What follows belongs to an exercise in optimizing a design on an open flow for small area, a short achievable clock period and few clock cycles per item; a production flow would make more cautious choices. Function was checked by simulation only, so behaviour that the tests miss may differ from the original.

## run C
==> flow/design.v <==
module gcd_coprocessor #( parameter W = 32, parameter P = 2 ) (
  input clk,
  input reset,
  input operands_val,
  input [W-1:0] operands_bits_A,
  input [W-1:0] operands_bits_B,
  output operands_rdy,
  output result_val,
  output [W-1:0] result_bits,
  input result_rdy
);
localparam KW = $clog2(W);
localparam S = 4;            
reg [W:0] a, b;              
reg [KW-1:0] k;
reg full;
reg bz;                      
wire az = (a == {(W+1){1'b0}});
wire kz = (k == {KW{1'b0}});
wire fin = az | bz;
wire done = full & fin & kz;
wire take = done & result_rdy;
wire load = operands_val & (~full | take);
wire step = full & ~fin;
wire restore = full & az & ~kz;
assign result_val = done;
assign result_bits = a[W-1:0] | b[W-1:0];
assign operands_rdy = ~full | take;
wire a_odd = a[0];
wire b_odd = b[0];
wire both_odd = a_odd & b_odd;
wire both_even = ~a_odd & ~b_odd;
wire [W:0] y = {(W+1){a_odd}} & ~b;
wire [W:0] r = a + y + {{W{1'b0}}, a_odd};
wire [S:0] r_lo = a[S:0] + y[S:0] + {{S{1'b0}}, a_odd};
wire swap = r[W] ^ a[W];
reg [S-1:0] sh;              
integer j;
reg found;
always @* begin
  sh = {S{1'b0}};
  found = 1'b0;
  if (both_even) begin
    sh[0] = 1'b1;
  end else begin
    for (j = 1; j < S; j = j + 1)
      if (!found && r_lo[j]) begin
        sh[j-1] = 1'b1;
        found = 1'b1;
      end
    if (!found) sh[S-1] = 1'b1;
  end
end
wire [W:0] a_ld = {1'b0, operands_bits_A};
wire a_en = load | (step & ~(a_odd & ~b_odd));
wire [W:0] a_nx_j [0:S];
assign a_nx_j[0] = ({(W+1){load}} & a_ld) | ({(W+1){~a_en}} & a);
genvar gj;
generate
  for (gj = 1; gj <= S; gj = gj + 1) begin : ash
    wire [W:0] r_s = {{gj{r[W]}}, r[W:gj]};
    assign a_nx_j[gj] = a_nx_j[gj-1] | ({(W+1){a_en & ~load & sh[gj-1]}} & r_s);
  end
endgenerate
wire [W:0] a_nx = a_nx_j[S];
wire [W:0] a_negd = {~a[W:1], 1'b1};
wire b_ld = load;
wire b_ng = ~load & step & both_odd & swap;
wire b_sr = ~load & step & ~b_odd;
wire b_sl = ~load & restore;
wire b_hd = ~(b_ld | b_ng | b_sr | b_sl);
wire [W:0] b_nx = ({(W+1){b_ld}} & {1'b0, operands_bits_B})
                | ({(W+1){b_ng}} & a_negd)
                | ({(W+1){b_sr}} & {b[W], b[W:1]})
                | ({(W+1){b_sl}} & {b[W-1:0], 1'b0})
                | ({(W+1){b_hd}} & b);
always @(posedge clk) begin
  if (reset) begin
    full <= 1'b0;
  end else if (load) begin
    full <= 1'b1;
  end else if (take) begin
    full <= 1'b0;
  end
end
always @(posedge clk) begin
  a <= a_nx;
  b <= b_nx;
  if (load) begin
    k <= {KW{1'b0}};
    bz <= (operands_bits_B == {W{1'b0}});
  end else if (step) begin
    if (both_even)
      k <= k + 1'b1;
  end else if (restore) begin
    k <= k - 1'b1;
  end
end
endmodule
Settings: LEC_CHECK=0, CAP_MARGIN=20, CORE_MARGIN=2, CORE_UTILIZATION=65, CTS_BUF_LIST=sky130_fd_sc_hd__clkbuf_8, SETUP_SLACK_MARGIN=0.4, SLEW_MARGIN=20; clock period 4.0 ns.
standard.sh (not shown) runs the stock make flow with config.mk's settings and CLKGATE_MAP_FILE= SYNTH_SCRIPT=/design/flow/synth_recipe.tcl, a recipe that flattens the netlist after the stock synthesis.
==> flow/flow/run.sh <==
#!/bin/bash
# The standard layout (the standard.sh, all ORFS steps), with the port
# buffers that ORFS's buffer_ports adds made of sky130_fd_sc_hd__buf_1.
# Every port still gets its own buffer; the resizer may upsize them.
# make's full output goes to standard.log; ORFS's per-step logs are under
# orfs/logs/.
set -euo pipefail
export BUFFER_PORTS_ARGS="-buffer_cell sky130_fd_sc_hd__buf_1"
bash standard.sh > standard.log 2>&1
Testbench counts of run C, summed over its fixed seeds: cycles 107,856, items 4,800.
Changes in run D relative to run C:
--- a/flow/design.v
+++ b/flow/design.v
@@ -25,14 +25,16 @@
 wire restore = full & az & ~kz;
 assign result_val = done;
 assign result_bits = a[W-1:0] | b[W-1:0];
 assign operands_rdy = ~full | take;
 wire a_odd = a[0];
+reg a_even;
 wire b_odd = b[0];
 wire both_odd = a_odd & b_odd;
 wire both_even = ~a_odd & ~b_odd;
-wire [W:0] y = {(W+1){a_odd}} & ~b;
+localparam WH = (W + 1) / 2;
+wire [W:0] y = {{(W+1-WH){~a_even}}, {WH{a_odd}}} & ~b;
 wire [W:0] r = a + y + {{W{1'b0}}, a_odd};
 wire [S:0] r_lo = a[S:0] + y[S:0] + {{S{1'b0}}, a_odd};
 wire swap = r[W] ^ a[W];
 reg [S-1:0] sh;              
 integer j;
@@ -83,10 +85,11 @@
     full <= 1'b0;
   end
 end
 always @(posedge clk) begin
   a <= a_nx;
+  a_even <= ~a_nx[0];
   b <= b_nx;
   if (load) begin
     k <= {KW{1'b0}};
     bz <= (operands_bits_B == {W{1'b0}});
   end else if (step) begin
Results
Compared with run C, run D shows buffer count excluding the clock tree in the final layout that has gone down slightly. Summary: DRC violation total after the first TritonRoute iteration, run D worse than run C. On max-slew violation count, run D tracks run C almost exactly. Run D has completed all stages; timing, DRC and antenna checks passed. From run C to run D the numbers moved as follows: routed wire length shrank by 480 um; post-synthesis to final-layout area growth held steady.
Testbench counts of run D, summed over its fixed seeds: cycles 107,856, items 4,800.

========
== the reference run ==
Starts from the design.v that is shown in full above.
clock: 4.0 ns
lec_check: 0
cap_margin: 20
core_margin: 2
core_utilization: 65
cts_buf_list: sky130_fd_sc_hd__clkbuf_8
slew_margin: 20
Scripts as last shown in full above: flow/flow/run.sh
Testbench counts of the reference run, summed over its fixed seeds: cycles 107,856, items 4,800.
Here is what was changed in the inputs of the trial run compared with the reference run.
--- a/flow/design.v
+++ b/flow/design.v
@@ -27,10 +27,12 @@
 assign result_bits = a[W-1:0] | b[W-1:0];
 assign operands_rdy = ~full | take;
 wire a_odd = a[0];
+reg a_even;
 wire b_odd = b[0];
 wire both_odd = a_odd & b_odd;
 wire both_even = ~a_odd & ~b_odd;
-wire [W:0] y = {(W+1){a_odd}} & ~b;
+localparam WH = (W + 1) / 2;
+wire [W:0] y = {{(W+1-WH){~a_even}}, {WH{a_odd}}} & ~b;
 wire [W:0] r = a + y + {{W{1'b0}}, a_odd};
 wire [S:0] r_lo = a[S:0] + y[S:0] + {{S{1'b0}}, a_odd};
 wire swap = r[W] ^ a[W];
@@ -85,6 +87,7 @@
 end
 always @(posedge clk) begin
   a <= a_nx;
+  a_even <= ~a_nx[0];
   b <= b_nx;
   if (load) begin
     k <= {KW{1'b0}};
Findings:
Against the reference run, the trial run comes in 3 higher on number of detailed-route iterations in the first pass.
Looking at area inside the core boundary across both flows, the trial run is the stronger of the two, with the reference run trailing.
Delta (the trial run minus the reference run): share of layout cells above drive strength 1 neither gained nor lost much, sequential cell count picked up an extra 1, minimum clock period after layout lost 100 ps, synthesis-to-layout area growth lost 0.17 points, via count lost 202.
The trial run: done, clean on timing, DRC and antenna
Testbench counts of the trial run, summed over its fixed seeds: cycles 107,856, items 4,800.

==> separate check: timing with driven ports <==
In the flow no input, the clock included, has a driving cell. The finished layouts below were timed again as built, in two steps. Step 1 assumes that a clkbuf_16 drives the clock port and a buf_2 every other input. Step 2 also shifts input and output timing later by t, the mid clock arrival at the registers, as if the neighbouring blocks saw the same clock. Slacks: ideal ports / drivers / drivers and shift; pairs: ideal ports / drivers.
run	t (ns)	setup WS [ns]	worst setup path after step 2	latest minus earliest clock arrival (ns)
run C	0.390	0.535 / 0.535 / 0.535	register to register	0.016 / 0.016
run D	0.404	0.563 / 0.563 / 0.563	register to register	0.015 / 0.015
the reference run	0.396	0.264 / 0.264 / 0.264	register to register	0.014 / 0.014
the trial run	0.401	0.369 / 0.369 / 0.369	register to register	0.012 / 0.011
After both steps setup and hold are still met in every run listed.
